Source: an optimization exercise on an open RTL-to-GDS flow (aim: small area, a short achievable clock period and few clock cycles per item). Production flows keep margins and buffers that such runs may drop.
RTL that was checked went through simulation tests only; none was proved equivalent to the original.
The RTL of run 1 was laid out without a check of its function.
No activity file was given, so power comes from the tool's default toggle rates.

<file path="flow/flow/run.sh">
#!/bin/bash
# Own layout flow: the standard ORFS flow (standard.sh) with these changes:
#  - synthesis maps the logic with an area-oriented abc script
#    (flow/abc_myarea.script) instead of ORFS's delay-oriented one; the
#    flip-flops, flattening and renaming are the standard flow's (synth_recipe.tcl);
#  - the port buffers that placement inserts are buf_2 cells;
#  - the extra ORFS make variables in flow/make_args.txt, if any (one per
#    line), are passed to every make call.
# Each tool's output goes to the logs under orfs/logs and to flow_*.log here.
set -euo pipefail
HERE=$(pwd)
rm -rf scripts_mod
cp -r "$FLOW_HOME/scripts" scripts_mod
cp flow/abc_myarea.script scripts_mod/
python3 flow/patch_synth.py scripts_mod/synth.tcl
EXTRA=""
if [[ -f flow/make_args.txt ]]; then
  while read -r line; do
    [[ -n "$line" ]] && EXTRA="$EXTRA '$line'"
  done < flow/make_args.txt
fi
# standard.sh with our scripts folder, port buffer cell and extra variables
# added to its make call
sed -e "s|make -C |make SCRIPTS_DIR=$HERE/scripts_mod 'BUFFER_PORTS_ARGS=-buffer_cell sky130_fd_sc_hd__buf_2' $EXTRA -C |" standard.sh > standard_mod.sh
grep -q "SCRIPTS_DIR=$HERE/scripts_mod" standard_mod.sh
bash standard_mod.sh synth > flow_synth.log 2>&1
bash standard_mod.sh > flow_layout.log 2>&1
test -f out/final.def
</file>
<file path="flow/flow/abc_myarea.script">
strash
dch
map -a
topo
stime -c
</file>
<file path="flow/flow/make_args.txt">
SETUP_SLACK_MARGIN=19.9
</file>
<file path="flow/flow/patch_synth.py">
#!/usr/bin/env python3
"""Patch a copy of ORFS's synth.tcl so that abc maps with abc_myarea.script
(area-oriented mapping) instead of ORFS's delay-oriented abc script. Only the
abc call changes: flip-flop mapping, flattening and renaming are untouched."""
import sys
f = sys.argv[1]
t = open(f).read()
old = '  log_cmd abc {*}$abc_args\n'
assert t.count(old) == 1, "abc call not found"
new = '  log_cmd abc {*}[lreplace $abc_args 1 1 $::env(SCRIPTS_DIR)/abc_myarea.script]\n'
open(f, 'w').write(t.replace(old, new))
</file>
<file path="flow/standard.sh">
#!/bin/bash
# synth_recipe.tcl (not shown) runs the flow's synth.tcl, then flattens the netlist and writes it again
# the make line also repeats each setting of config.mk as NAME=value (left out here)
make -C /OpenROAD-flow-scripts/flow DESIGN_CONFIG=/design/flow/config.mk WORK_HOME=/design/flow/orfs CLKGATE_MAP_FILE= SYNTH_SCRIPT=/design/flow/synth_recipe.tcl "${@:-finish}"
</file>
<file path="flow/config.mk">
export PLATFORM = sky130hd
export DESIGN_NAME = bitty_core
export DESIGN_NICKNAME = bitty_core
export VERILOG_FILES = /design/flow/design.v
export SDC_FILE = /design/flow/constraint.sdc
export NUM_CORES = 4
export LEC_CHECK = 0
export ABC_AREA = 1
export CAP_MARGIN = 20
export CORE_MARGIN = 2
export CORE_UTILIZATION = 55
export CTS_BUF_LIST = sky130_fd_sc_hd__clkbuf_8
export SLEW_MARGIN = 20
export SYNTH_HIERARCHICAL = 1
export SYNTH_MINIMUM_KEEP_SIZE = 0
</file>
<file path="flow/constraint.sdc">
create_clock -name core_clock -period 40.0 [get_ports {clk}]
set_input_delay 8.0000 -clock core_clock [delete_from_list [all_inputs] [get_ports {clk}]]
set_output_delay 8.0000 -clock core_clock [all_outputs]
set_load 0.01 [all_outputs]
</file>
<file path="flow/design.v">
module register (
    input clk, enable,
    input [15:0] data_in,
    output reg [15:0] data_out
);
    always @(posedge clk)
        if (enable)
            data_out <= data_in;
endmodule
module ao8 (
    input  [7:0] s, d,
    output       y
);
    assign y = |(s & d);
endmodule
module rsel (
    input  [7:0] valid,
    input  [2:0] r,
    output [7:0] sel
);
    genvar i;
    generate
        for (i = 0; i < 8; i = i + 1) begin : gen_sel
            assign sel[i] = valid[i] & (r == i);
        end
    endgenerate
endmodule
module regfile (
    input         clk, reset,
    input  [2:0]  rx, ry,
    input         we,
    input  [15:0] wdata,
    output [15:0] A, B
);
    wire [15:0] rd [7:0];
    reg  [7:0]  valid;
    wire [7:0]  asel_lo, asel_hi, bsel_lo, bsel_hi;
    always @(posedge clk or posedge reset)
        if (reset)
            valid <= 8'd0;
        else if (we)
            valid[rx] <= 1'b1;
    genvar i, j;
    generate
        for (i = 0; i < 8; i = i + 1) begin : gen_registers
            register reg_inst (
                .clk(clk),
                .enable(we && (rx == i)),
                .data_in(wdata),
                .data_out(rd[i])
            );
        end
        rsel sal (.valid(valid), .r(rx), .sel(asel_lo));
        rsel sah (.valid(valid), .r(rx), .sel(asel_hi));
        rsel sbl (.valid(valid), .r(ry), .sel(bsel_lo));
        rsel sbh (.valid(valid), .r(ry), .sel(bsel_hi));
        for (j = 0; j < 16; j = j + 1) begin : gen_read
            wire [7:0] col = {rd[7][j], rd[6][j], rd[5][j], rd[4][j],
                              rd[3][j], rd[2][j], rd[1][j], rd[0][j]};
            ao8 ra (.s(j < 8 ? asel_lo : asel_hi), .d(col), .y(A[j]));
            ao8 rb (.s(j < 8 ? bsel_lo : bsel_hi), .d(col), .y(B[j]));
        end
    endgenerate
endmodule
module alu (
    input  [15:0] A, B,
    input  [3:0]  ALU_Sel,
    input         mode,
    input         shift_multi,      
    input  [15:0] R, Q,             
    input         div_step,         
    input  [15:0] rs,               
    output [15:0] ALU_Result,       
    output [15:0] ALU_Int,          
    output        cout
);
    wire [4:0] op = {mode, ALU_Sel};
    wire o_add  = (op == 5'h00), o_sub  = (op == 5'h01), o_mul  = (op == 5'h02),
         o_div  = (op == 5'h03), o_mod  = (op == 5'h04), o_inc  = (op == 5'h05),
         o_dec  = (op == 5'h06), o_gt   = (op == 5'h07), o_eq   = (op == 5'h08),
         o_lt   = (op == 5'h09), o_ge   = (op == 5'h0A), o_le   = (op == 5'h0B),
         o_neg  = (op == 5'h0C), o_addc = (op == 5'h0D), o_rsub = (op == 5'h0E),
         o_shl1 = (op == 5'h14), o_shr1 = (op == 5'h15), o_shl  = (op == 5'h16),
         o_shr  = (op == 5'h17), o_swap = (op == 5'h1B), o_eqm  = (op == 5'h1C);
    wire o_cmp = o_gt | o_lt | o_ge | o_le;
    wire arith = o_add | o_sub | o_inc | o_dec | o_neg | o_addc | o_rsub | o_shl1 | div_step;
    wire inv_a  = o_gt | o_le | o_neg | o_rsub;
    wire y_b    = o_add | o_addc | o_rsub | o_gt | o_le;
    wire y_nb   = o_sub | o_lt | o_ge | div_step;
    wire y_a    = o_shl1;                        
    wire y_ones = o_dec;
    wire cin    = o_sub | o_inc | o_neg | o_addc | o_rsub | o_cmp | div_step;
    wire b_zero = ~|B;
    wire shift_n0 = (o_shl | o_shr) & ~b_zero;
    reg [3:0] t;
    always @(*) begin
        case (op)
            5'h10: t = 4'b1000;   
            5'h11: t = 4'b1110;   
            5'h13: t = 4'b0011;   
            5'h16, 5'h17: t = 4'b1100;   
            5'h18: t = 4'b0111;   
            5'h19: t = 4'b0001;   
            5'h1A: t = 4'b1001;   
            5'h1D: t = 4'b0100;   
            5'h1E: t = 4'b1101;   
            5'h1F: t = 4'b1111;   
            5'h12, 5'h08, 5'h1C: t = 4'b0110;   
            default: t = 4'b0000;
        endcase
    end
    wire en_L = ~(o_eq | o_eqm) & ~shift_n0;
    wire en_R = o_mul | o_mod;
    wire en_Q = o_div | (shift_multi & (o_shl | o_shr));
    wire [15:0] p, g, h, L;
    wire [15:0] a_up = {1'b0, A[15:1]};
    wire [15:0] a_sw = {A[7:0], A[15:8]};
    wire        eq = ~|L;
    wire        e_all = o_eqm & eq;
    wire        e_0 = (o_eqm | o_eq) & eq;
    genvar i;
    generate
        for (i = 0; i < 16; i = i + 1) begin : gen_slice
            alu_slice s (
                .a(A[i]), .b(B[i]), .a_up(a_up[i]), .a_sw(a_sw[i]),
                .rs(rs[i]), .sel_rs(div_step),
                .r(R[i]), .q(Q[i]), .e(i == 0 ? e_0 : e_all),
                .inv_a(inv_a), .y_b(y_b), .y_nb(y_nb), .y_a(y_a), .y_ones(y_ones),
                .t(t), .en_L(en_L), .en_shr1(o_shr1), .en_sw(o_swap),
                .en_R(en_R), .en_Q(en_Q), .arith(arith),
                .p(p[i]), .g(g[i]), .L(L[i]), .h(h[i])
            );
        end
    endgenerate
    wire [15:0] c;
    prefix16 pf (.p(p), .g(g), .cin(cin), .c(c), .cout(cout));
    wire [15:0] cm = c & {16{~o_cmp}};
    wire        k = o_gt | o_lt;
    alu_out out_port (.h(h), .cm(cm), .cmp(o_cmp), .cout(cout), .k(k), .cin(cin), .y(ALU_Result));
    alu_out out_int  (.h(h), .cm(cm), .cmp(o_cmp), .cout(cout), .k(k), .cin(cin), .y(ALU_Int));
endmodule
module alu_out (
    input  [15:0] h, cm,
    input         cmp, cout, k, cin,
    output [15:0] y
);
    assign y = {h[15:1] ^ cm[15:1], cmp ? (cout ^ k) : (h[0] ^ cin)};
endmodule
module alu_slice (
    input       a, b, a_up, a_sw, r, q, e, rs, sel_rs,
    input       inv_a, y_b, y_nb, y_a, y_ones,
    input [3:0] t,
    input       en_L, en_shr1, en_sw, en_R, en_Q, arith,
    output      p, g, L, h
);
    wire x = (~sel_rs & ~inv_a & a) | (~sel_rs & inv_a & ~a) | (sel_rs & rs);
    wire y = (y_b & b) | (y_nb & ~b) | (y_a & a) | y_ones;
    assign p = x ^ y;
    assign g = x & y;
    assign L = t[{a, b}];
    wire other = (en_L & L) | (en_shr1 & a_up) | (en_sw & a_sw) | e |
                 (en_R & r) | (en_Q & q);
    assign h = arith ? p : other;
endmodule
module prefix16 (
    input  [15:0] p, g,
    input         cin,
    output [15:0] c,
    output        cout
);
    wire [15:0] G1, P1, G2, P2, G3, P3, G4;
    wire [15:0] g0 = {g[15:1], g[0] | (p[0] & cin)};
    genvar i;
    generate
        for (i = 0; i < 16; i = i + 1) begin : pf
            if (i % 2 == 1) begin
                assign G1[i] = g0[i] | (p[i] & g0[i-1]);
                assign P1[i] = p[i] & p[i-1];
            end else begin
                assign G1[i] = g0[i]; assign P1[i] = p[i];
            end
            if (i % 4 >= 2) begin
                assign G2[i] = G1[i] | (P1[i] & G1[(i/4)*4+1]);
                assign P2[i] = P1[i] & P1[(i/4)*4+1];
            end else begin
                assign G2[i] = G1[i]; assign P2[i] = P1[i];
            end
            if (i % 8 >= 4) begin
                assign G3[i] = G2[i] | (P2[i] & G2[(i/8)*8+3]);
                assign P3[i] = P2[i] & P2[(i/8)*8+3];
            end else begin
                assign G3[i] = G2[i]; assign P3[i] = P2[i];
            end
            if (i >= 8) begin
                assign G4[i] = G3[i] | (P3[i] & G3[7]);
            end else begin
                assign G4[i] = G3[i];
            end
        end
    endgenerate
    assign c = {G4[14:0], cin};
    assign cout = G4[15];
endmodule
module fa (input x, y, z, output s, c);
    assign s = x ^ y ^ z;
    assign c = (x & y) | (x & z) | (y & z);
endmodule
module muldiv (
    input             clk,
    input             first,      
    input             is_mul,
    input             is_div,     
    input             is_shr,     
    input      [15:0] A, B,
    output     [15:0] rs,         
    input      [15:0] d1,         
    input             c1,         
    output reg [15:0] R,
    output reg [15:0] Q
);
    wire [15:0] prod;
    mul16lo mul (.a(A), .b(B), .p(prod));
    wire [15:0] r   = first ? 16'd0 : R;
    wire [15:0] q   = first ? A : Q;
    assign rs = {r[14:0], q[15]};
    wire        ge1 = c1 | r[15];            
    wire [15:0] r1  = ge1 ? d1 : rs;
    wire [15:0] rs2 = {r1[14:0], q[14]};
    wire [15:0] nb  = ~B;
    wire [16:0] cy;
    wire [15:0] d2;
    assign cy[0] = 1'b1;
    genvar i;
    generate
        for (i = 0; i < 16; i = i + 1) begin : gen_sub
            fa f (.x(rs2[i]), .y(nb[i]), .z(cy[i]), .s(d2[i]), .c(cy[i + 1]));
        end
    endgenerate
    wire ge2 = cy[16] | r1[15];
    always @(posedge clk) begin
        R <= is_mul ? prod : (ge2 ? d2 : rs2);
        Q <= is_shr ? {1'b0, q[15:1]} : is_div ? {q[13:0], ge1, ge2} : {q[14:0], 1'b0};
    end
endmodule
module mul16lo (input [15:0] a, b, output [15:0] p);
    wire n0_0, n0_1, n0_2, n0_3, n0_4, n0_5, n0_6, n0_7, n0_8, n0_9, n0_10, n0_11, n0_12, n0_13, n0_14, n0_15, n1_0, n1_1, n1_2, n1_3, n1_4, n1_5, n1_6, n1_7, n1_8, n1_9, n1_10, n1_11, n1_12, n1_13, n1_14, n2_0, n2_1, n2_2, n2_3, n2_4, n2_5, n2_6, n2_7, n2_8, n2_9, n2_10, n2_11, n2_12, n2_13, n3_0, n3_1, n3_2, n3_3, n3_4, n3_5, n3_6, n3_7, n3_8, n3_9, n3_10, n3_11, n3_12, n4_0, n4_1, n4_2, n4_3, n4_4, n4_5, n4_6, n4_7, n4_8, n4_9, n4_10, n4_11, n5_0, n5_1, n5_2, n5_3, n5_4, n5_5, n5_6, n5_7, n5_8, n5_9, n5_10, n6_0, n6_1, n6_2, n6_3, n6_4, n6_5, n6_6, n6_7, n6_8, n6_9, n7_0, n7_1, n7_2, n7_3, n7_4, n7_5, n7_6, n7_7, n7_8, n8_0, n8_1, n8_2, n8_3, n8_4, n8_5, n8_6, n8_7, n9_0, n9_1, n9_2, n9_3, n9_4, n9_5, n9_6, n10_0, n10_1, n10_2, n10_3, n10_4, n10_5, n11_0, n11_1, n11_2, n11_3, n11_4, n12_0, n12_1, n12_2, n12_3, n13_0, n13_1, n13_2, n14_0, n14_1, n15_0, s0, k0, s1, k1, s2, k2, s3, k3, s4, k4, s5, k5, s6, k6, s7, k7, s8, k8, s9, k9, s10, k10, s11, k11, s12, k12, s13, k13, s14, k14, s15, k15, s16, k16, s17, k17, s18, k18, s19, k19, s20, k20, s21, k21, s22, k22, s23, k23, s24, k24, s25, k25, s26, k26, s27, k27, s28, k28, s29, k29, s30, k30, s31, k31, s32, k32, s33, k33, s34, k34, s35, k35, s36, k36, s37, k37, s38, k38, s39, k39, s40, k40, s41, k41, s42, k42, s43, k43, s44, k44, s45, k45, s46, k46, s47, k47, s48, k48, s49, k49, s50, k50, s51, k51, s52, k52, s53, k53, s54, k54, s55, k55, s56, k56, s57, k57, s58, k58, s59, k59, s60, k60, s61, k61, s62, k62, s63, k63, s64, k64, s65, k65, s66, k66, s67, k67, s68, k68, s69, k69, s70, k70, s71, k71, s72, k72, s73, k73, s74, k74, s75, k75, s76, k76, s77, k77, s78, k78, s79, k79, s80, k80, s81, k81, s82, k82, s83, k83, s84, k84, s85, k85, s86, k86, s87, k87, s88, k88, s89, k89, s90, k90, s91, k91, s92, k92, s93, k93, s94, k94, s95, k95, s96, k96, s97, k97, s98, k98, s99, k99, s100, k100, s101, k101, s102, k102, s103, k103, s104, k104;
    assign n0_0 = ~(a[0] & b[0]);
    assign n0_1 = ~(a[0] & b[1]);
    assign n0_2 = ~(a[0] & b[2]);
    assign n0_3 = ~(a[0] & b[3]);
    assign n0_4 = ~(a[0] & b[4]);
    assign n0_5 = ~(a[0] & b[5]);
    assign n0_6 = ~(a[0] & b[6]);
    assign n0_7 = ~(a[0] & b[7]);
    assign n0_8 = ~(a[0] & b[8]);
    assign n0_9 = ~(a[0] & b[9]);
    assign n0_10 = ~(a[0] & b[10]);
    assign n0_11 = ~(a[0] & b[11]);
    assign n0_12 = ~(a[0] & b[12]);
    assign n0_13 = ~(a[0] & b[13]);
    assign n0_14 = ~(a[0] & b[14]);
    assign n0_15 = ~(a[0] & b[15]);
    assign n1_0 = ~(a[1] & b[0]);
    assign n1_1 = ~(a[1] & b[1]);
    assign n1_2 = ~(a[1] & b[2]);
    assign n1_3 = ~(a[1] & b[3]);
    assign n1_4 = ~(a[1] & b[4]);
    assign n1_5 = ~(a[1] & b[5]);
    assign n1_6 = ~(a[1] & b[6]);
    assign n1_7 = ~(a[1] & b[7]);
    assign n1_8 = ~(a[1] & b[8]);
    assign n1_9 = ~(a[1] & b[9]);
    assign n1_10 = ~(a[1] & b[10]);
    assign n1_11 = ~(a[1] & b[11]);
    assign n1_12 = ~(a[1] & b[12]);
    assign n1_13 = ~(a[1] & b[13]);
    assign n1_14 = ~(a[1] & b[14]);
    assign n2_0 = ~(a[2] & b[0]);
    assign n2_1 = ~(a[2] & b[1]);
    assign n2_2 = ~(a[2] & b[2]);
    assign n2_3 = ~(a[2] & b[3]);
    assign n2_4 = ~(a[2] & b[4]);
    assign n2_5 = ~(a[2] & b[5]);
    assign n2_6 = ~(a[2] & b[6]);
    assign n2_7 = ~(a[2] & b[7]);
    assign n2_8 = ~(a[2] & b[8]);
    assign n2_9 = ~(a[2] & b[9]);
    assign n2_10 = ~(a[2] & b[10]);
    assign n2_11 = ~(a[2] & b[11]);
    assign n2_12 = ~(a[2] & b[12]);
    assign n2_13 = ~(a[2] & b[13]);
    assign n3_0 = ~(a[3] & b[0]);
    assign n3_1 = ~(a[3] & b[1]);
    assign n3_2 = ~(a[3] & b[2]);
    assign n3_3 = ~(a[3] & b[3]);
    assign n3_4 = ~(a[3] & b[4]);
    assign n3_5 = ~(a[3] & b[5]);
    assign n3_6 = ~(a[3] & b[6]);
    assign n3_7 = ~(a[3] & b[7]);
    assign n3_8 = ~(a[3] & b[8]);
    assign n3_9 = ~(a[3] & b[9]);
    assign n3_10 = ~(a[3] & b[10]);
    assign n3_11 = ~(a[3] & b[11]);
    assign n3_12 = ~(a[3] & b[12]);
    assign n4_0 = ~(a[4] & b[0]);
    assign n4_1 = ~(a[4] & b[1]);
    assign n4_2 = ~(a[4] & b[2]);
    assign n4_3 = ~(a[4] & b[3]);
    assign n4_4 = ~(a[4] & b[4]);
    assign n4_5 = ~(a[4] & b[5]);
    assign n4_6 = ~(a[4] & b[6]);
    assign n4_7 = ~(a[4] & b[7]);
    assign n4_8 = ~(a[4] & b[8]);
    assign n4_9 = ~(a[4] & b[9]);
    assign n4_10 = ~(a[4] & b[10]);
    assign n4_11 = ~(a[4] & b[11]);
    assign n5_0 = ~(a[5] & b[0]);
    assign n5_1 = ~(a[5] & b[1]);
    assign n5_2 = ~(a[5] & b[2]);
    assign n5_3 = ~(a[5] & b[3]);
    assign n5_4 = ~(a[5] & b[4]);
    assign n5_5 = ~(a[5] & b[5]);
    assign n5_6 = ~(a[5] & b[6]);
    assign n5_7 = ~(a[5] & b[7]);
    assign n5_8 = ~(a[5] & b[8]);
    assign n5_9 = ~(a[5] & b[9]);
    assign n5_10 = ~(a[5] & b[10]);
    assign n6_0 = ~(a[6] & b[0]);
    assign n6_1 = ~(a[6] & b[1]);
    assign n6_2 = ~(a[6] & b[2]);
    assign n6_3 = ~(a[6] & b[3]);
    assign n6_4 = ~(a[6] & b[4]);
    assign n6_5 = ~(a[6] & b[5]);
    assign n6_6 = ~(a[6] & b[6]);
    assign n6_7 = ~(a[6] & b[7]);
    assign n6_8 = ~(a[6] & b[8]);
    assign n6_9 = ~(a[6] & b[9]);
    assign n7_0 = ~(a[7] & b[0]);
    assign n7_1 = ~(a[7] & b[1]);
    assign n7_2 = ~(a[7] & b[2]);
    assign n7_3 = ~(a[7] & b[3]);
    assign n7_4 = ~(a[7] & b[4]);
    assign n7_5 = ~(a[7] & b[5]);
    assign n7_6 = ~(a[7] & b[6]);
    assign n7_7 = ~(a[7] & b[7]);
    assign n7_8 = ~(a[7] & b[8]);
    assign n8_0 = ~(a[8] & b[0]);
    assign n8_1 = ~(a[8] & b[1]);
    assign n8_2 = ~(a[8] & b[2]);
    assign n8_3 = ~(a[8] & b[3]);
    assign n8_4 = ~(a[8] & b[4]);
    assign n8_5 = ~(a[8] & b[5]);
    assign n8_6 = ~(a[8] & b[6]);
    assign n8_7 = ~(a[8] & b[7]);
    assign n9_0 = ~(a[9] & b[0]);
    assign n9_1 = ~(a[9] & b[1]);
    assign n9_2 = ~(a[9] & b[2]);
    assign n9_3 = ~(a[9] & b[3]);
    assign n9_4 = ~(a[9] & b[4]);
    assign n9_5 = ~(a[9] & b[5]);
    assign n9_6 = ~(a[9] & b[6]);
    assign n10_0 = ~(a[10] & b[0]);
    assign n10_1 = ~(a[10] & b[1]);
    assign n10_2 = ~(a[10] & b[2]);
    assign n10_3 = ~(a[10] & b[3]);
    assign n10_4 = ~(a[10] & b[4]);
    assign n10_5 = ~(a[10] & b[5]);
    assign n11_0 = ~(a[11] & b[0]);
    assign n11_1 = ~(a[11] & b[1]);
    assign n11_2 = ~(a[11] & b[2]);
    assign n11_3 = ~(a[11] & b[3]);
    assign n11_4 = ~(a[11] & b[4]);
    assign n12_0 = ~(a[12] & b[0]);
    assign n12_1 = ~(a[12] & b[1]);
    assign n12_2 = ~(a[12] & b[2]);
    assign n12_3 = ~(a[12] & b[3]);
    assign n13_0 = ~(a[13] & b[0]);
    assign n13_1 = ~(a[13] & b[1]);
    assign n13_2 = ~(a[13] & b[2]);
    assign n14_0 = ~(a[14] & b[0]);
    assign n14_1 = ~(a[14] & b[1]);
    assign n15_0 = ~(a[15] & b[0]);
    fa u0 (.x(n0_2), .y(n1_1), .z(n2_0), .s(s0), .c(k0));
    fa u1 (.x(n0_3), .y(n1_2), .z(n2_1), .s(s1), .c(k1));
    fa u2 (.x(n3_0), .y(k0), .z(s1), .s(s2), .c(k2));
    fa u3 (.x(n0_4), .y(n1_3), .z(n2_2), .s(s3), .c(k3));
    fa u4 (.x(n3_1), .y(n4_0), .z(k1), .s(s4), .c(k4));
    fa u5 (.x(s3), .y(k2), .z(s4), .s(s5), .c(k5));
    fa u6 (.x(n0_5), .y(n1_4), .z(n2_3), .s(s6), .c(k6));
    fa u7 (.x(n3_2), .y(n4_1), .z(n5_0), .s(s7), .c(k7));
    fa u8 (.x(k3), .y(s6), .z(s7), .s(s8), .c(k8));
    fa u9 (.x(k4), .y(s8), .z(k5), .s(s9), .c(k9));
    fa u10 (.x(n0_6), .y(n1_5), .z(n2_4), .s(s10), .c(k10));
    fa u11 (.x(n3_3), .y(n4_2), .z(n5_1), .s(s11), .c(k11));
    fa u12 (.x(n6_0), .y(k6), .z(k7), .s(s12), .c(k12));
    fa u13 (.x(s10), .y(s11), .z(k8), .s(s13), .c(k13));
    fa u14 (.x(s12), .y(s13), .z(k9), .s(s14), .c(k14));
    fa u15 (.x(n0_7), .y(n1_6), .z(n2_5), .s(s15), .c(k15));
    fa u16 (.x(n3_4), .y(n4_3), .z(n5_2), .s(s16), .c(k16));
    fa u17 (.x(n6_1), .y(n7_0), .z(k10), .s(s17), .c(k17));
    fa u18 (.x(k11), .y(s15), .z(s16), .s(s18), .c(k18));
    fa u19 (.x(k12), .y(s17), .z(s18), .s(s19), .c(k19));
    fa u20 (.x(k13), .y(s19), .z(k14), .s(s20), .c(k20));
    fa u21 (.x(n0_8), .y(n1_7), .z(n2_6), .s(s21), .c(k21));
    fa u22 (.x(n3_5), .y(n4_4), .z(n5_3), .s(s22), .c(k22));
    fa u23 (.x(n6_2), .y(n7_1), .z(n8_0), .s(s23), .c(k23));
    fa u24 (.x(k15), .y(k16), .z(s21), .s(s24), .c(k24));
    fa u25 (.x(s22), .y(s23), .z(k17), .s(s25), .c(k25));
    fa u26 (.x(k18), .y(s24), .z(k19), .s(s26), .c(k26));
    fa u27 (.x(s25), .y(s26), .z(k20), .s(s27), .c(k27));
    fa u28 (.x(n0_9), .y(n1_8), .z(n2_7), .s(s28), .c(k28));
    fa u29 (.x(n3_6), .y(n4_5), .z(n5_4), .s(s29), .c(k29));
    fa u30 (.x(n6_3), .y(n7_2), .z(n8_1), .s(s30), .c(k30));
    fa u31 (.x(n9_0), .y(k21), .z(k22), .s(s31), .c(k31));
    fa u32 (.x(k23), .y(s28), .z(s29), .s(s32), .c(k32));
    fa u33 (.x(s30), .y(k24), .z(s31), .s(s33), .c(k33));
    fa u34 (.x(s32), .y(k25), .z(s33), .s(s34), .c(k34));
    fa u35 (.x(k26), .y(s34), .z(k27), .s(s35), .c(k35));
    fa u36 (.x(n0_10), .y(n1_9), .z(n2_8), .s(s36), .c(k36));
    fa u37 (.x(n3_7), .y(n4_6), .z(n5_5), .s(s37), .c(k37));
    fa u38 (.x(n6_4), .y(n7_3), .z(n8_2), .s(s38), .c(k38));
    fa u39 (.x(n9_1), .y(n10_0), .z(k28), .s(s39), .c(k39));
    fa u40 (.x(k29), .y(k30), .z(s36), .s(s40), .c(k40));
    fa u41 (.x(s37), .y(s38), .z(k31), .s(s41), .c(k41));
    fa u42 (.x(k32), .y(s39), .z(s40), .s(s42), .c(k42));
    fa u43 (.x(k33), .y(s41), .z(s42), .s(s43), .c(k43));
    fa u44 (.x(k34), .y(s43), .z(k35), .s(s44), .c(k44));
    fa u45 (.x(n0_11), .y(n1_10), .z(n2_9), .s(s45), .c(k45));
    fa u46 (.x(n3_8), .y(n4_7), .z(n5_6), .s(s46), .c(k46));
    fa u47 (.x(n6_5), .y(n7_4), .z(n8_3), .s(s47), .c(k47));
    fa u48 (.x(n9_2), .y(n10_1), .z(n11_0), .s(s48), .c(k48));
    fa u49 (.x(k36), .y(k37), .z(k38), .s(s49), .c(k49));
    fa u50 (.x(s45), .y(s46), .z(s47), .s(s50), .c(k50));
    fa u51 (.x(s48), .y(k39), .z(k40), .s(s51), .c(k51));
    fa u52 (.x(s49), .y(s50), .z(k41), .s(s52), .c(k52));
    fa u53 (.x(k42), .y(s51), .z(k43), .s(s53), .c(k53));
    fa u54 (.x(s52), .y(s53), .z(k44), .s(s54), .c(k54));
    fa u55 (.x(n0_12), .y(n1_11), .z(n2_10), .s(s55), .c(k55));
    fa u56 (.x(n3_9), .y(n4_8), .z(n5_7), .s(s56), .c(k56));
    fa u57 (.x(n6_6), .y(n7_5), .z(n8_4), .s(s57), .c(k57));
    fa u58 (.x(n9_3), .y(n10_2), .z(n11_1), .s(s58), .c(k58));
    fa u59 (.x(n12_0), .y(k45), .z(k46), .s(s59), .c(k59));
    fa u60 (.x(k47), .y(k48), .z(s55), .s(s60), .c(k60));
    fa u61 (.x(s56), .y(s57), .z(s58), .s(s61), .c(k61));
    fa u62 (.x(k49), .y(k50), .z(s59), .s(s62), .c(k62));
    fa u63 (.x(s60), .y(s61), .z(k51), .s(s63), .c(k63));
    fa u64 (.x(s62), .y(k52), .z(s63), .s(s64), .c(k64));
    fa u65 (.x(k53), .y(s64), .z(k54), .s(s65), .c(k65));
    fa u66 (.x(n0_13), .y(n1_12), .z(n2_11), .s(s66), .c(k66));
    fa u67 (.x(n3_10), .y(n4_9), .z(n5_8), .s(s67), .c(k67));
    fa u68 (.x(n6_7), .y(n7_6), .z(n8_5), .s(s68), .c(k68));
    fa u69 (.x(n9_4), .y(n10_3), .z(n11_2), .s(s69), .c(k69));
    fa u70 (.x(n12_1), .y(n13_0), .z(k55), .s(s70), .c(k70));
    fa u71 (.x(k56), .y(k57), .z(k58), .s(s71), .c(k71));
    fa u72 (.x(s66), .y(s67), .z(s68), .s(s72), .c(k72));
    fa u73 (.x(s69), .y(k59), .z(k60), .s(s73), .c(k73));
    fa u74 (.x(k61), .y(s70), .z(s71), .s(s74), .c(k74));
    fa u75 (.x(s72), .y(k62), .z(s73), .s(s75), .c(k75));
    fa u76 (.x(s74), .y(k63), .z(s75), .s(s76), .c(k76));
    fa u77 (.x(k64), .y(s76), .z(k65), .s(s77), .c(k77));
    fa u78 (.x(n0_14), .y(n1_13), .z(n2_12), .s(s78), .c(k78));
    fa u79 (.x(n3_11), .y(n4_10), .z(n5_9), .s(s79), .c(k79));
    fa u80 (.x(n6_8), .y(n7_7), .z(n8_6), .s(s80), .c(k80));
    fa u81 (.x(n9_5), .y(n10_4), .z(n11_3), .s(s81), .c(k81));
    fa u82 (.x(n12_2), .y(n13_1), .z(n14_0), .s(s82), .c(k82));
    fa u83 (.x(k66), .y(k67), .z(k68), .s(s83), .c(k83));
    fa u84 (.x(k69), .y(s78), .z(s79), .s(s84), .c(k84));
    fa u85 (.x(s80), .y(s81), .z(s82), .s(s85), .c(k85));
    fa u86 (.x(k70), .y(k71), .z(k72), .s(s86), .c(k86));
    fa u87 (.x(s83), .y(s84), .z(s85), .s(s87), .c(k87));
    fa u88 (.x(k73), .y(k74), .z(s86), .s(s88), .c(k88));
    fa u89 (.x(s87), .y(k75), .z(s88), .s(s89), .c(k89));
    fa u90 (.x(k76), .y(s89), .z(k77), .s(s90), .c(k90));
    fa u91 (.x(n0_15), .y(n1_14), .z(n2_13), .s(s91), .c(k91));
    fa u92 (.x(n3_12), .y(n4_11), .z(n5_10), .s(s92), .c(k92));
    fa u93 (.x(n6_9), .y(n7_8), .z(n8_7), .s(s93), .c(k93));
    fa u94 (.x(n9_6), .y(n10_5), .z(n11_4), .s(s94), .c(k94));
    fa u95 (.x(n12_3), .y(n13_2), .z(n14_1), .s(s95), .c(k95));
    fa u96 (.x(n15_0), .y(k78), .z(k79), .s(s96), .c(k96));
    fa u97 (.x(k80), .y(k81), .z(k82), .s(s97), .c(k97));
    fa u98 (.x(s91), .y(s92), .z(s93), .s(s98), .c(k98));
    fa u99 (.x(s94), .y(s95), .z(k83), .s(s99), .c(k99));
    fa u100 (.x(k84), .y(k85), .z(s96), .s(s100), .c(k100));
    fa u101 (.x(s97), .y(s98), .z(k86), .s(s101), .c(k101));
    fa u102 (.x(k87), .y(s99), .z(s100), .s(s102), .c(k102));
    fa u103 (.x(k88), .y(s101), .z(s102), .s(s103), .c(k103));
    fa u104 (.x(k89), .y(s103), .z(k90), .s(s104), .c(k104));
    wire [15:0] ns = {s104, s90, s77, s65, s54, s44, s35, s27, s20, s14, s9, s5, s2, s0, n0_1, n0_0};
    wire [15:0] nc = {1'b1, 1'b1, 1'b1, 1'b1, 1'b1, 1'b1, 1'b1, 1'b1, 1'b1, 1'b1, 1'b1, 1'b1, 1'b1, 1'b1, n1_0, 1'b1};
    assign p = ~(ns + nc + 16'd1);
endmodule
module control_unit (
    input        clk, reset, run,
    input  [15:0] instruction,
    input  [15:0] B,
    output       first,
    output       is_mul,
    output       is_div,
    output       is_shr,
    output       shift_multi,
    output       div_step,
    output       done
);
    wire [3:0] sel  = instruction[6:3];
    wire       mode = instruction[2];
    wire   is_shift = mode & ((sel == 4'd6) | (sel == 4'd7));
    assign is_shr   = mode & (sel == 4'd7);
    assign is_mul   = ~mode & (sel == 4'd2);
    assign is_div   = ~mode & ((sel == 4'd3) | (sel == 4'd4));
    assign shift_multi = is_shift & ~|B[15:4] & |B[3:0];
    wire   multi    = is_mul | is_div | shift_multi;
    reg [3:0] cnt;
    assign first = (cnt == 4'd0);
    wire last = is_div ? cnt[3] : is_mul ? cnt[0] : (cnt == B[3:0]);
    assign done = run & (~multi | last);
    assign div_step = is_div & ~cnt[3];
    always @(posedge clk or posedge reset) begin
        if (reset)
            cnt <= 4'd0;
        else if (run & multi & ~last)
            cnt <= cnt + 4'd1;
        else
            cnt <= 4'd0;
    end
endmodule
module bitty_core (
    input clk, reset, run,                   
    input [15:0] instruction,                
    output done,                             
    output [15:0] reg_s,                     
    output [15:0] alu_result                 
);
    wire [15:0] A, B, R, Q;
    wire        first, is_mul, is_div, is_shr, shift_multi, div_step, c1;
    wire [15:0] rs, result;
    regfile rf (
        .clk(clk), .reset(reset),
        .rx(instruction[15:13]), .ry(instruction[12:10]),
        .we(done), .wdata(result),
        .A(A), .B(B)
    );
    assign reg_s = A;
    alu alu_inst (
        .A(A), .B(B),
        .ALU_Sel(instruction[6:3]),
        .mode(instruction[2]),
        .shift_multi(shift_multi),
        .R(R), .Q(Q),
        .div_step(div_step), .rs(rs),
        .ALU_Result(alu_result), .ALU_Int(result), .cout(c1)
    );
    muldiv md (
        .clk(clk), .first(first), .is_mul(is_mul), .is_div(is_div),
        .is_shr(is_shr), .A(A), .B(B),
        .rs(rs), .d1(result), .c1(c1), .R(R), .Q(Q)
    );
    control_unit cu (
        .clk(clk), .reset(reset), .run(run),
        .instruction(instruction), .B(B),
        .first(first), .is_mul(is_mul), .is_div(is_div), .is_shr(is_shr),
        .shift_multi(shift_multi), .div_step(div_step), .done(done)
    );
endmodule
</file>
==> results of run 1 <==
==> per-stage QoR <==
step	hold slack, ns	total power [mW]
final	0.5389	0.7910
after global routing	0.5580	0.8435
after CTS	0.5308	0.7684
after detailed placement	0.5180	0.6363
after global placement	0.5155	0.6291
after floorplan	0.4782	0.5140
==> sequential cells by signal, summed over array words and instances, names as in the netlist <==
| signal | flops |
|---|---|
| md.Q | 16 |
| cu.cnt | 4 |
| rf.gen_registers.reg_inst.data_out | 128 |
| rf.valid | 8 |
| md.R | 16 |
==> per-layer routing <==
layer  vias to the layer above  part of all wire [%]  GRT usage, %
met5                         -                     0             0
li1                       5938                     -             -
met1                      6506                    41         54.29
met4                         0                   3.8         13.24
met2                       833                    44         55.02
met3                       157                    12         6.793
==> power by group <==
part / internal (mW) / switching [mW] / total, mW
logic: 0.165 / 0.268 / 0.433
registers: 0.227 / 0.0133 / 0.240
clock network: 0.0502 / 0.0682 / 0.118
==> critical path, cell delays in order <==
cell and delay, ns:
sky130_fd_sc_hd__buf_8 0.14, sky130_fd_sc_hd__clkinvlp_4 0.13, sky130_fd_sc_hd__nand2_1 0.07, sky130_fd_sc_hd__nor2_1 0.04
sky130_fd_sc_hd__buf_4 0.17, sky130_fd_sc_hd__a22oi_1 0.17, sky130_fd_sc_hd__nand4_1 0.28, sky130_fd_sc_hd__nand2_1 0.20
sky130_fd_sc_hd__nand2_1 0.10, sky130_fd_sc_hd__mux2_2 0.31, sky130_fd_sc_hd__ha_4 0.26, sky130_fd_sc_hd__a21oi_2 0.20
sky130_fd_sc_hd__inv_2 0.07, sky130_fd_sc_hd__a21oi_2 0.15, sky130_fd_sc_hd__clkinv_2 0.11, sky130_fd_sc_hd__a31oi_4 0.26
sky130_fd_sc_hd__inv_4 0.07, sky130_fd_sc_hd__a31oi_4 0.28, sky130_fd_sc_hd__clkinv_2 0.11, sky130_fd_sc_hd__nand3_1 0.08
sky130_fd_sc_hd__o311ai_0 0.12, sky130_fd_sc_hd__buf_4 0.18, sky130_fd_sc_hd__xor2_1 0.14, sky130_fd_sc_hd__nand2_1 0.07
sky130_fd_sc_hd__o21ai_1 0.09, sky130_fd_sc_hd__buf_2 0.18
==> cell usage in the layout (no fill, tap or decap), types with 16 or more instances in the layout <==
cell and instances:
sky130_fd_sc_hd__a22oi_1 144, sky130_fd_sc_hd__mux2_2 16, sky130_fd_sc_hd__dfxtp_1 32, sky130_fd_sc_hd__xor2_1 58
sky130_fd_sc_hd__buf_4 120, sky130_fd_sc_hd__nand4_1 39, sky130_fd_sc_hd__clkinv_1 141, sky130_fd_sc_hd__nor2_4 23
sky130_fd_sc_hd__a32oi_1 16, sky130_fd_sc_hd__a221oi_1 17, sky130_fd_sc_hd__buf_2 42, sky130_fd_sc_hd__nand2_1 413
sky130_fd_sc_hd__clkbuf_8 17, sky130_fd_sc_hd__nand3b_1 16, sky130_fd_sc_hd__nand3_1 31, sky130_fd_sc_hd__fa_1 112
sky130_fd_sc_hd__nor2_1 100, sky130_fd_sc_hd__o21ai_0 29, sky130_fd_sc_hd__ha_1 31, sky130_fd_sc_hd__a21oi_1 72
sky130_fd_sc_hd__edfxtp_1 128
==> path summary, 6_finish.rpt <==
check / startpoint / endpoint / slack, ns / cells past startpoint
max: instruction[15] / alu_result[0] / 20.02 / 26
min in group asynchronous: reset / cu.cnt[1] / 7.45 / 2
max reg2reg: rf.valid[5] / md.R[10] / 27.35 / 69
max in group asynchronous: reset / rf.valid[3] / 32.31 / 2
min: cu.cnt[0] / cu.cnt[0] / 0.54 / 1
min reg2reg: cu.cnt[0] / cu.cnt[0] / 0.54 / 1
==> final cells by class <==
type | instances | area, sq um | share of cell area, %
multi-input combinational | 1253 | 9112 | 55.09
sequential | 172 | 4785 | 28.93
timing repair buffer | 173 | 1269 | 7.670
inverter | 152 | 594.3 | 3.593
tap | 330 | 412.9 | 2.496
clock buffer | 17 | 234.0 | 1.415
clock inverter | 14 | 133.9 | 0.8094
==> repair_timing <==
item                       4_1_cts  5_1_grt
gates cloned                     0        0
setup endpoints to repair       33       33
resized for setup               69       52
pin swaps                        6       16
hold buffers                     0        0
setup buffers                   47       25
==> implementation parameters, run 1 <==
Parameter                              Value

Critical path
  CP endpoint kind    output pin
  Type of the worst setup path    input port to output pin
  Worst setup SP type    input port
  Required time at the worst-slack endpoint    32.00 ns
  Critical path data arrival time    between 10 and 15 ns
  Max Fanout on Critical Path    16

Die
  X dimension of the die    between 150 and 200 microns
  Number of I/O pins    52
  Num rows    between 50 and 60
  Total die area    between 20,000 and 30,000 sq um
  Initial standard-cell utilization of the core    between 50 and 60%
  Overall die height    164.2 microns
  Placeable Area    25,180 sq um

Timing
  Count of final hold-check violations    0
  Worst Clk Skew    ~0.014 ns
  Transition time at the pin with the least slew margin    ~1.1 ns
  Relative slew slack    between 20% and 30%
  Setup-violating endpoint count in the final report    0
  Time the worst path needs with I/O delays and setup    between 15 and 20 ns
  Accumulated negative setup slack    0 ns
  Worst Setup Slack, final    approximately 20 ns
  Final Slew Violations    0
  Unrepaired setup endpoints after global routing    false
  Highest clock rate    50.05 MHz
  Part of the cycle the worst path needs    49.95%

Cells and area
  Utilization after layout    65.69%
  Share of post-route cells with drive strength above 1    about 17%
  Net count of the finished layout    between 1.5k and 2k
  Filler cell count    roughly 2.1k
  Post-route cell area    around 17,000 sq um
  Signed area change from the synthesized netlist to the final layout    17.20%
  Antenna cells    0
  Non-filler cells, final    approximately 2.1k

Detailed routing
  DRC marker count from the first detailed-route iteration    approximately 1.9k
  Number of iterations in the first detailed-routing pass    6
  Final routed DRC violation total    0
  Avg Vias per Cell    ~6.4
  Average wire per cell in the routed design    23.46 microns
  Via count    approximately 13k
  Number of nets still failing antenna checks after routing    0
  Detailed Route WL    about 50 mm

Clock network
  Deepest level of the CTS H-tree    4
  Number of buffers inserted during clock tree synthesis    17
  Clock-pin transition on the worst setup and hold timing paths    0.09 ns
  Buffers from clock root to sink, at most    2
  CTS tree    done
  Sink Count    172
  Root cell of the clock tree    sky130_fd_sc_hd__clkbuf_8
  Worst-skew pair later-pin latency    between 0.4 and 0.5 ns

Pwr
  Total leakage power    5.852 nW
  Power density normalized to cell area    between 40 and 50 nW/um^2
  Worst ir drop on vdd    between 20 and 30 uV

Placement
  Count of buffers from port buffering    46
  Gpl congestion    about 0.95
  Setup Slack @ Placement    ~18 ns
  Cell count after placement    approximately 2.0k
  HPWL after detailed placement    ~33 mm
  Dpl cell area    between 15,000 and 20,000 sq um

GRT
  Overall global routing resource usage    37.01%
  Initial antenna violation count    0
  Number of global-route vias before repair    roughly 13k
  Largest net degree at the start of global routing    33
  Total global routing overflow    0
  First-pass GRT wire length    ~74 mm

Yosys
  Combined area of all synthesized cells    14,110 sq um
  Cell count after synthesis    between 1.5k and 2k
  Average instance area after synthesis    between 8 and 9 sq um
  Total nets after synthesis    between 1.5k and 2k
  Total number of yosys warnings    11

Flow run
  Max-capacitance violation count    0

Hold path
  Class of the most critical hold timing path    register to register

Run status
  Outcome    finished clean
==> run 2, diff against run 1 <==
--- a/flow/design.v
+++ b/flow/design.v
@@ -14,16 +14,4 @@
     assign y = |(s & d);
 endmodule
-module rsel (
-    input  [7:0] valid,
-    input  [2:0] r,
-    output [7:0] sel
-);
-    genvar i;
-    generate
-        for (i = 0; i < 8; i = i + 1) begin : gen_sel
-            assign sel[i] = valid[i] & (r == i);
-        end
-    endgenerate
-endmodule
 module regfile (
     input         clk, reset,
@@ -35,5 +23,5 @@
     wire [15:0] rd [7:0];
     reg  [7:0]  valid;
-    wire [7:0]  asel_lo, asel_hi, bsel_lo, bsel_hi;
+    wire [7:0]  asel, bsel;
     always @(posedge clk or posedge reset)
         if (reset)
@@ -50,14 +38,12 @@
                 .data_out(rd[i])
             );
+            assign asel[i] = valid[i] & (rx == i);
+            assign bsel[i] = valid[i] & (ry == i);
         end
-        rsel sal (.valid(valid), .r(rx), .sel(asel_lo));
-        rsel sah (.valid(valid), .r(rx), .sel(asel_hi));
-        rsel sbl (.valid(valid), .r(ry), .sel(bsel_lo));
-        rsel sbh (.valid(valid), .r(ry), .sel(bsel_hi));
         for (j = 0; j < 16; j = j + 1) begin : gen_read
             wire [7:0] col = {rd[7][j], rd[6][j], rd[5][j], rd[4][j],
                               rd[3][j], rd[2][j], rd[1][j], rd[0][j]};
-            ao8 ra (.s(j < 8 ? asel_lo : asel_hi), .d(col), .y(A[j]));
-            ao8 rb (.s(j < 8 ? bsel_lo : bsel_hi), .d(col), .y(B[j]));
+            ao8 ra (.s(asel), .d(col), .y(A[j]));
+            ao8 rb (.s(bsel), .d(col), .y(B[j]));
         end
     endgenerate
@@ -71,6 +57,5 @@
     input         div_step,         
     input  [15:0] rs,               
-    output [15:0] ALU_Result,       
-    output [15:0] ALU_Int,          
+    output [15:0] ALU_Result,
     output        cout
 );
@@ -136,14 +121,6 @@
     prefix16 pf (.p(p), .g(g), .cin(cin), .c(c), .cout(cout));
     wire [15:0] cm = c & {16{~o_cmp}};
-    wire        k = o_gt | o_lt;
-    alu_out out_port (.h(h), .cm(cm), .cmp(o_cmp), .cout(cout), .k(k), .cin(cin), .y(ALU_Result));
-    alu_out out_int  (.h(h), .cm(cm), .cmp(o_cmp), .cout(cout), .k(k), .cin(cin), .y(ALU_Int));
-endmodule
-module alu_out (
-    input  [15:0] h, cm,
-    input         cmp, cout, k, cin,
-    output [15:0] y
-);
-    assign y = {h[15:1] ^ cm[15:1], cmp ? (cout ^ k) : (h[0] ^ cin)};
+    assign ALU_Result = {h[15:1] ^ cm[15:1],
+                         o_cmp ? (cout ^ (o_gt | o_lt)) : (h[0] ^ cin)};
 endmodule
 module alu_slice (
@@ -533,9 +510,9 @@
     wire [15:0] A, B, R, Q;
     wire        first, is_mul, is_div, is_shr, shift_multi, div_step, c1;
-    wire [15:0] rs, result;
+    wire [15:0] rs;
     regfile rf (
         .clk(clk), .reset(reset),
         .rx(instruction[15:13]), .ry(instruction[12:10]),
-        .we(done), .wdata(result),
+        .we(done), .wdata(alu_result),
         .A(A), .B(B)
     );
@@ -548,10 +525,10 @@
         .R(R), .Q(Q),
         .div_step(div_step), .rs(rs),
-        .ALU_Result(alu_result), .ALU_Int(result), .cout(c1)
+        .ALU_Result(alu_result), .cout(c1)
     );
     muldiv md (
         .clk(clk), .first(first), .is_mul(is_mul), .is_div(is_div),
         .is_shr(is_shr), .A(A), .B(B),
-        .rs(rs), .d1(result), .c1(c1), .R(R), .Q(Q)
+        .rs(rs), .d1(alu_result), .c1(c1), .R(R), .Q(Q)
     );
     control_unit cu (
==> flow/flow/fast_modules.txt (new file) <==
alu_slice prefix16
==> flow/flow/make_args.txt (replaced) <==
SETUP_SLACK_MARGIN=20.2
==> flow/flow/patch_synth.py (replaced) <==
#!/usr/bin/env python3
"""Patch a copy of ORFS's synth.tcl so that abc maps with abc_myarea.script
(area-oriented mapping) instead of ORFS's delay-oriented abc script, except
for the modules listed in fast_modules.txt (next to this file), which are
mapped first with ORFS's own script (the area-oriented call then finds no
logic left in them). Only the abc call changes: flip-flop mapping, flattening
and renaming are untouched."""
import os
import sys
f = sys.argv[1]
here = os.path.dirname(os.path.abspath(__file__))
fast = []
p = os.path.join(here, "fast_modules.txt")
if os.path.exists(p):
    fast = open(p).read().split()
t = open(f).read()
old = '  log_cmd abc {*}$abc_args\n'
assert t.count(old) == 1, "abc call not found"
area = '[lreplace $abc_args 1 1 $::env(SCRIPTS_DIR)/abc_myarea.script]'
if fast:
    sel = " ".join(fast)
    new = (f'  log_cmd abc {{*}}$abc_args {sel}\n'
           f'  log_cmd abc {{*}}{area}\n')
else:
    new = f'  log_cmd abc {{*}}{area}\n'
open(f, 'w').write(t.replace(old, new))
==> implementation parameters, run 2 <==
Parameter                              Value

Detailed routing
  Number of iterations in the first detailed-routing pass    5 (-1)
  Number of nets still failing antenna checks after routing    0 (unchanged)
  Detailed route wirelength on metal2    23.16 mm (+6.5%)
  Avg Vias per Cell    6.190 (-2.7%)
  Via count    13.41k (-0.19%)
  Final routed DRC violation total    0 (unchanged)
  Detailed Route WL    51.30 mm (+3.6%)
  DRC marker count from the first detailed-route iteration    1,571 (-18%)
  Total length of routed met3 wires    5.431 mm (-6.2%)
  Met1 WL    20.77 mm (+3.3%)
  Average wire per cell in the routed design    23.68 microns (+0.95%)
  Top Metal Used    met4

Yosys
  Total nets after synthesis    1,811 (+3.4%)
  Cell count after synthesis    1,638 (+3.8%)
  Total number of yosys warnings    11 (unchanged)
  Combined area of all synthesized cells    14,320 sq um (+1.4%)
  Average instance area after synthesis    8.740 sq um (-2.3%)

Clock network
  Worst-skew pair later-pin latency    0.49 ns (+0.02 ns)
  Number of buffers inserted during clock tree synthesis    17 (unchanged)
  Root cell of the clock tree    sky130_fd_sc_hd__clkbuf_8
  CTS tree    done
  Sink Count    172 (unchanged)
  Hold-fix buffer count after cts    0 (unchanged)
  Buffers from clock root to sink, at most    2 (unchanged)
  Deepest level of the CTS H-tree    4 (unchanged)
  Clock-pin transition on the worst setup and hold timing paths    0.11 ns (+0.02 ns)

Timing
  Relative slew slack    20.77% (-2.7 points)
  Time the worst path needs with I/O delays and setup    19.71 ns (-0.2736 ns)
  Setup-violating endpoint count in the final report    0 (unchanged)
  Unrepaired setup endpoints after global routing    true
  Highest clock rate    50.74 MHz (+1.4%)
  Transition time at the pin with the least slew margin    1.187 ns (+0.04249 ns)
  Part of the cycle the worst path needs    49.27% (-0.68 points)
  Worst Clk Skew    0.02510 ns (+0.01072 ns)
  Count of final hold-check violations    0 (unchanged)
  Accumulated negative setup slack    0 ns (unchanged)
  Worst Setup Slack, final    20.29 ns (+0.2736 ns)
  Final Slew Violations    0 (unchanged)

Cells and area
  Leading cell type in the layout, fill and taps excluded    sky130_fd_sc_hd__nand2_1
  Most frequent cells in the layout    sky130_fd_sc_hd__nand2_1, sky130_fd_sc_hd__nor2_1, sky130_fd_sc_hd__a22oi_1, sky130_fd_sc_hd__edfxtp_1, sky130_fd_sc_hd__fa_1
  Net count of the finished layout    1,991 (+2.5%)
  Seq. cell area    4785 sq um (unchanged)
  Footprint of the multi-input gates    9239 sq um (+1.4%)
  Flip-flop count of the largest register, all copies and words added    128 (unchanged)
  Share of post-route cells with drive strength above 1    18.57% (+1.3 points)
  Antenna cells    0 (unchanged)
  Largest register by flop count    rf.gen_registers.reg_inst.data_out
  Signed area change from the synthesized netlist to the final layout    16.99%
  Registers with the most flip-flops    rf.gen_registers.reg_inst.data_out (128), md.Q (16), md.R (16)
  Filler cell count    2,256 (+7.1%)

Die
  Num rows    59 (+1.7%)
  X dimension of the die    165.3 microns (+0.70%)
  Placeable Area    25,840 sq um (+2.6%)
  Overall die height    165.3 microns (+0.70%)
  Total die area    27,340 sq um (+1.4%)
  Initial standard-cell utilization of the core    55.41% (-0.64 points)
  Number of I/O pins    52 (unchanged)

Placement
  HPWL after detailed placement    34.41 mm (+5.2%)
  Setup Slack @ Placement    18.95 ns (+0.9098 ns)
  Count of buffers from port buffering    46 (unchanged)
  Gpl congestion    0.9743 (+2.5%)

Hold path
  Class of the most critical hold timing path    register to register

Critical path
  Type of the worst setup path    input port to output pin
  Worst setup SP type    input port
  Required time at the worst-slack endpoint    32.00 ns (about the same)
  CP endpoint kind    output pin
  Critical path data arrival time    11.71 ns (-0.27 ns)
  Max Fanout on Critical Path    21 (+5)

Run status
  Outcome    finished clean

GRT
  First-pass GRT wire length    75.52 mm (+2.4%)
  Number of global-route vias before repair    12.46k (-0.35%)
  Overall global routing resource usage    38.09% (+1.1 points)
  Total global routing overflow    0 (unchanged)
  Largest net degree at the start of global routing    33 (unchanged)
  Initial antenna violation count    0 (unchanged)

Flow run
  Max-capacitance violation count    0 (unchanged)

Pwr
  Worst ir drop on vdd    54.12 uV (+90%)
  Power density normalized to cell area    52.77 nW/um^2 (+10%)
  Total leakage power    6.309 nW (+7.8%)
-- run 2: repair_timing --
action                                 in CTS  in global routing
gates cloned                                0                  0
pin swaps                                  11                 15
setup buffers                              19                 21
setup endpoints to repair                  33                 32
gates resized for setup                    31                 28
endpoints found under the hold margin       0                  0
-- run 2: where the power goes --
group | internal (mW) | total, mW | switching [mW]
clock | 0.0528 | 0.130 | 0.0767
combinational | 0.209 | 0.518 | 0.309
sequential | 0.225 | 0.236 | 0.0111
total | 0.487 | 0.884 | 0.397
-- run 2: worst max-delay path: stages --
cell and delay (ns):
sky130_fd_sc_hd__buf_2 0.13, sky130_fd_sc_hd__clkinv_1 0.09, sky130_fd_sc_hd__ha_1 0.20, sky130_fd_sc_hd__ha_1 0.19, sky130_fd_sc_hd__clkinv_1 0.06, sky130_fd_sc_hd__nor2_1 0.04, sky130_fd_sc_hd__buf_4 0.22, sky130_fd_sc_hd__a22oi_1 0.21
sky130_fd_sc_hd__nand4_1 0.23, sky130_fd_sc_hd__buf_6 0.27, sky130_fd_sc_hd__xor2_1 0.16, sky130_fd_sc_hd__mux2_2 0.28, sky130_fd_sc_hd__ha_1 0.33, sky130_fd_sc_hd__nand2_1 0.07, sky130_fd_sc_hd__inv_1 0.06, sky130_fd_sc_hd__nand2_2 0.06
sky130_fd_sc_hd__nand2_4 0.08, sky130_fd_sc_hd__nand2_2 0.06, sky130_fd_sc_hd__nand2_4 0.12, sky130_fd_sc_hd__nand2_1 0.08, sky130_fd_sc_hd__nand2_2 0.12, sky130_fd_sc_hd__nand2_1 0.06, sky130_fd_sc_hd__or2_2 0.31, sky130_fd_sc_hd__o221ai_4 0.07
sky130_fd_sc_hd__buf_2 0.17
-- run 2: path summary, 6_finish.rpt --
kind	from	endpoint	slack, ns	cells past startpoint
setup / recovery	instruction[14]	alu_result[0]	20.29	25
hold / removal	cu.cnt[0]	cu.cnt[0]	0.53	1
setup reg to reg	cu.cnt[0]	md.R[6]	28.00	46
hold reg to reg	cu.cnt[0]	cu.cnt[0]	0.53	1
max in group asynchronous	reset	rf.valid[5]	32.38	2
min in group asynchronous	reset	cu.cnt[2]	7.41	2
-- run 2: through the flow --
stage	hold slack, ns	total power [mW]	util, %	cells	area, sq um
after floorplan	0.4770	0.5772	-	1638	14340
after global placement	0.5195	0.7130	60.56	2092	15650
after detailed placement	0.5226	0.7223	60.61	2093	15660
after CTS	0.5386	0.8639	63.70	2144	16460
after global routing	0.5584	0.9407	64.82	2166	16750
final	0.5345	0.8839	64.82	2166	16750
-- run 2: routing by layer --
layer / GRT usage (%) / vias to the layer above
li1: - / 5979
met1: 52.24 / 6511
met2: 59.49 / 794
met3: 9.291 / 124
met4: 12.93 / 0
met5: 0 / -
-- run 2: cell type report --
| type | count | area share [%] |
|---|---|---|
| multi-input combinational | 1296 | 55.16 |
| sequential | 172 | 28.57 |
| timing repair buffer | 162 | 7.500 |
| inverter | 169 | 3.862 |
| tap | 335 | 2.503 |
| clock buffer | 17 | 1.397 |
| clock inverter | 15 | 1.009 |
Testbench counts of run 2, summed over its fixed seeds: cycles 14,932, instrs 12,000.
==> run 3, diff against run 2 <==
==> flow/flow/make_args.txt (replaced) <==
SETUP_SLACK_MARGIN=19.5
==> implementation parameters, run 3 <==
Parameter                              Value

Run status
  Outcome    finished clean

Timing
  Final Slew Violations    0 (unchanged)
  Count of final hold-check violations    0 (unchanged)
  Setup-violating endpoint count in the final report    0 (unchanged)
  Unrepaired setup endpoints after global routing    true
  Relative slew slack    23.88% (+3.1 points)
  Transition time at the pin with the least slew margin    1.141 ns (-0.04652 ns)
  WHS    0.5615 ns (+0.02703 ns)
  Highest clock rate    49.21 MHz (-3.0%)
  Time the worst path needs with I/O delays and setup    20.32 ns (+0.6112 ns)
  Accumulated negative setup slack    0 ns (unchanged)
  Worst Setup Slack, final    19.68 ns (-0.6112 ns)
  Part of the cycle the worst path needs    50.80% (+1.5 points)
  Worst Clk Skew    0.02454 ns (-0.0005677 ns)

Pwr
  Total leakage power    6.072 nW (-3.8%)
  Power density normalized to cell area    52.76 nW/um^2 (about the same)
  Worst ir drop on vdd    51.41 uV (-5.0%)

Clock network
  CTS tree    done
  Buffers from clock root to sink, at most    2 (unchanged)
  Deepest level of the CTS H-tree    4 (unchanged)
  Hold-fix buffer count after cts    0 (unchanged)
  Sink Count    172 (unchanged)
  Number of buffers inserted during clock tree synthesis    17 (unchanged)
  Root cell of the clock tree    sky130_fd_sc_hd__clkbuf_8
  Worst-skew pair later-pin latency    0.47 ns (-0.02 ns)
  Clock-pin transition on the worst setup and hold timing paths    0.11 ns (about the same)

Die
  Number of I/O pins    52 (unchanged)
  Placeable Area    25,840 sq um (unchanged)
  Num rows    59 (unchanged)
  Total die area    27,340 sq um (unchanged)
  X dimension of the die    165.3 microns (unchanged)
  Initial standard-cell utilization of the core    55.41% (unchanged)
  Overall die height    165.3 microns (unchanged)

GRT
  Number of global-route vias before repair    12.56k (+0.83%)
  Overall global routing resource usage    38.31% (+0.22 points)
  Largest net degree at the start of global routing    33 (unchanged)
  Total global routing overflow    0 (unchanged)
  Initial antenna violation count    0 (unchanged)
  First-pass GRT wire length    75.76 mm (+0.32%)

Yosys
  Total number of yosys warnings    11 (unchanged)
  Average instance area after synthesis    8.740 sq um (unchanged)
  Combined area of all synthesized cells    14,320 sq um (unchanged)
  Cell count after synthesis    1,638 (unchanged)
  Total nets after synthesis    1,811 (unchanged)

Critical path
  List of cells traversed by the critical path    buf_2, clkinv_1, nand2_1, nor3_2, buf_4, a22oi_1, nand4_1, nor3_1, nand2_1, nor4_1, nand2_1, o21ai_1, buf_4, nand2_1, nand3_1, nor2_1, a21oi_2, o21ai_0, o221ai_2, buf_2
  Most common cell on crit path    sky130_fd_sc_hd__nand2_1
  Worst setup path startpoint    instruction[10]
  Type of the worst setup path    input port to output pin
  Delay of the slowest critical-path stage    0.86 ns (+0.53 ns)
  Standard cell with the maximum stage delay on the critical path    sky130_fd_sc_hd__nand4_1
  Reg-to-Reg Start    rf.valid[0]
  Required time at the worst-slack endpoint    32.00 ns (about the same)
  Critical path data arrival time    12.32 ns (+0.61 ns)
  CP endpoint kind    output pin
  Max Fanout on Critical Path    16 (-24%)
  Worst setup SP type    input port

Detailed routing
  Number of nets still failing antenna checks after routing    0 (unchanged)
  Final routed DRC violation total    0 (unchanged)
  Avg Vias per Cell    6.184 (-0.10%)
  Number of iterations in the first detailed-routing pass    6 (+1)
  Average wire per cell in the routed design    24.01 microns (+1.4%)
  Detailed Route WL    51.16 mm (-0.28%)
  DRC marker count from the first detailed-route iteration    1,488 (-5.3%)
  Via count    13.18k (-1.7%)

Hold path
  Critical hold path startpoint    cu.cnt[0]
  Class of the most critical hold timing path    register to register

Cells and area
  Signed area change from the synthesized netlist to the final layout    12.78%
  Most frequent cells in the layout    sky130_fd_sc_hd__nand2_1, sky130_fd_sc_hd__nor2_1, sky130_fd_sc_hd__a22oi_1
  Share of post-route cells with drive strength above 1    16.09% (-2.5 points)
  Flip-flop count of the largest register, all copies and words added    128 (unchanged)
  Leading cell type in the layout, fill and taps excluded    sky130_fd_sc_hd__nand2_1
  Antenna cells    0 (unchanged)
  Registers with the most flip-flops    rf.gen_registers.reg_inst.data_out (128), md.Q (16), md.R (16)
  Largest register by flop count    rf.gen_registers.reg_inst.data_out
  Non-filler cells, final    2,131 (-1.6%)
  Net count of the finished layout    1,956 (-1.8%)
  Utilization after layout    62.49% (-2.3 points)

Flow run
  Max-capacitance violation count    0 (unchanged)

Placement
  Gpl congestion    0.9338 (-4.2%)
  Count of buffers from port buffering    46 (unchanged)
  Cell count after placement    2,092 (-0.048%)
  HPWL after detailed placement    33.79 mm (-1.8%)
  Setup Slack @ Placement    19.13 ns (+0.1753 ns)
run 3: metal layers:
metal | track usage (%) | routed length (microns) | vias up
li1 | - | - | 5922
met1 | 51.18 | 19980 | 6321
met2 | 60.93 | 23610 | 790
met3 | 7.967 | 5260 | 145
met4 | 16.14 | 2300 | 0
met5 | 0 | 0 | -
run 3: area by class of cell:
| cell class | count | area [sq um] |
|---|---|---|
| Fill cell | 2311 | 9692 |
| Clock inverter | 15 | 145.1 |
| Clock buffer | 17 | 234.0 |
| Sequential cell | 172 | 4785 |
| Tap cell | 335 | 419.2 |
| Timing Repair Buffer | 127 | 842.1 |
| Multi-Input combinational cell | 1296 | 9086 |
| Inverter | 169 | 634.4 |
run 3: where the power goes:
part           switching [mW]  internal, mW  leakage (nW)
sequential             0.0108         0.225          1.56
clock                  0.0705        0.0503         0.195
combinational           0.302         0.193          4.32
run 3: path summary, 6_finish.rpt:
kind | end | slack (ns) | cells after the start
worst min-delay path | cu.cnt[0] | 0.56 | 1
worst min register to register | cu.cnt[0] | 0.56 | 1
max in group asynchronous | rf.valid[4] | 32.35 | 2
worst max-delay path | alu_result[0] | 19.68 | 20
worst max register to register | md.R[9] | 27.79 | 41
min in group asynchronous | cu.cnt[0] | 7.42 | 2
run 3: what timing repair did:
| action | 4_1_cts | 5_1_grt |
|---|---|---|
| setup endpoints to repair | 9 | 9 |
| pin swaps | 0 | 2 |
| gates resized for setup | 5 | 6 |
| buffers inserted | 0 | 6 |
run 3: worst max-delay path: cells and delay by family:
| family | cells | cell delay, ns |
|---|---|---|
| AOI/OAI and AO/OA | 5 | 1.16 |
| and+or+nand+nor | 10 | 2.23 |
| buffers and inverters | 5 | 0.90 |
run 3: per-stage QoR:
step	instance area (sq um)	power, mW
final	16150	0.8519
after global placement	15630	0.7113
after detailed placement	15630	0.7243
after CTS	16040	0.8455
after floorplan	14320	0.5771
after global routing	16150	0.9152

## what the ideal ports hide
The results above use ideal ports. As a check the final layouts listed here were re-extracted and re-timed, cells and wires unchanged.
Step 1 assumes that a clkbuf_16 drives the clock port and a buf_2 every other input.
Step 2, shift: input delay + t, output delay - t, t = (earliest + latest rising clock arrival at the registers) / 2. This alone moves slack from input paths to output paths.
Three values: ideal ports, drivers, drivers and shift; two values: the first two.
| run | shift t [ns] | slack for setup (ns) | hold slack, ns | worst slew at a driven data input, ns |
|---|---|---|---|---|
| run 1 | 0.504 | 20.018 / 19.967 / 19.555 | 0.539 / 0.539 / 0.539 | 0.05 |
| run 2 | 0.522 | 20.292 / 20.271 / 20.159 | 0.534 / 0.534 / 0.534 | 0.03 |
| run 3 | 0.502 | 19.681 / 19.653 / 19.653 | 0.561 / 0.561 / 0.561 | 0.03 |
After both steps every run listed still meets setup and hold. For run 1, which loses most, drivers alone change the setup slack by -0.051 ns; drivers and shift together by -0.463 ns.
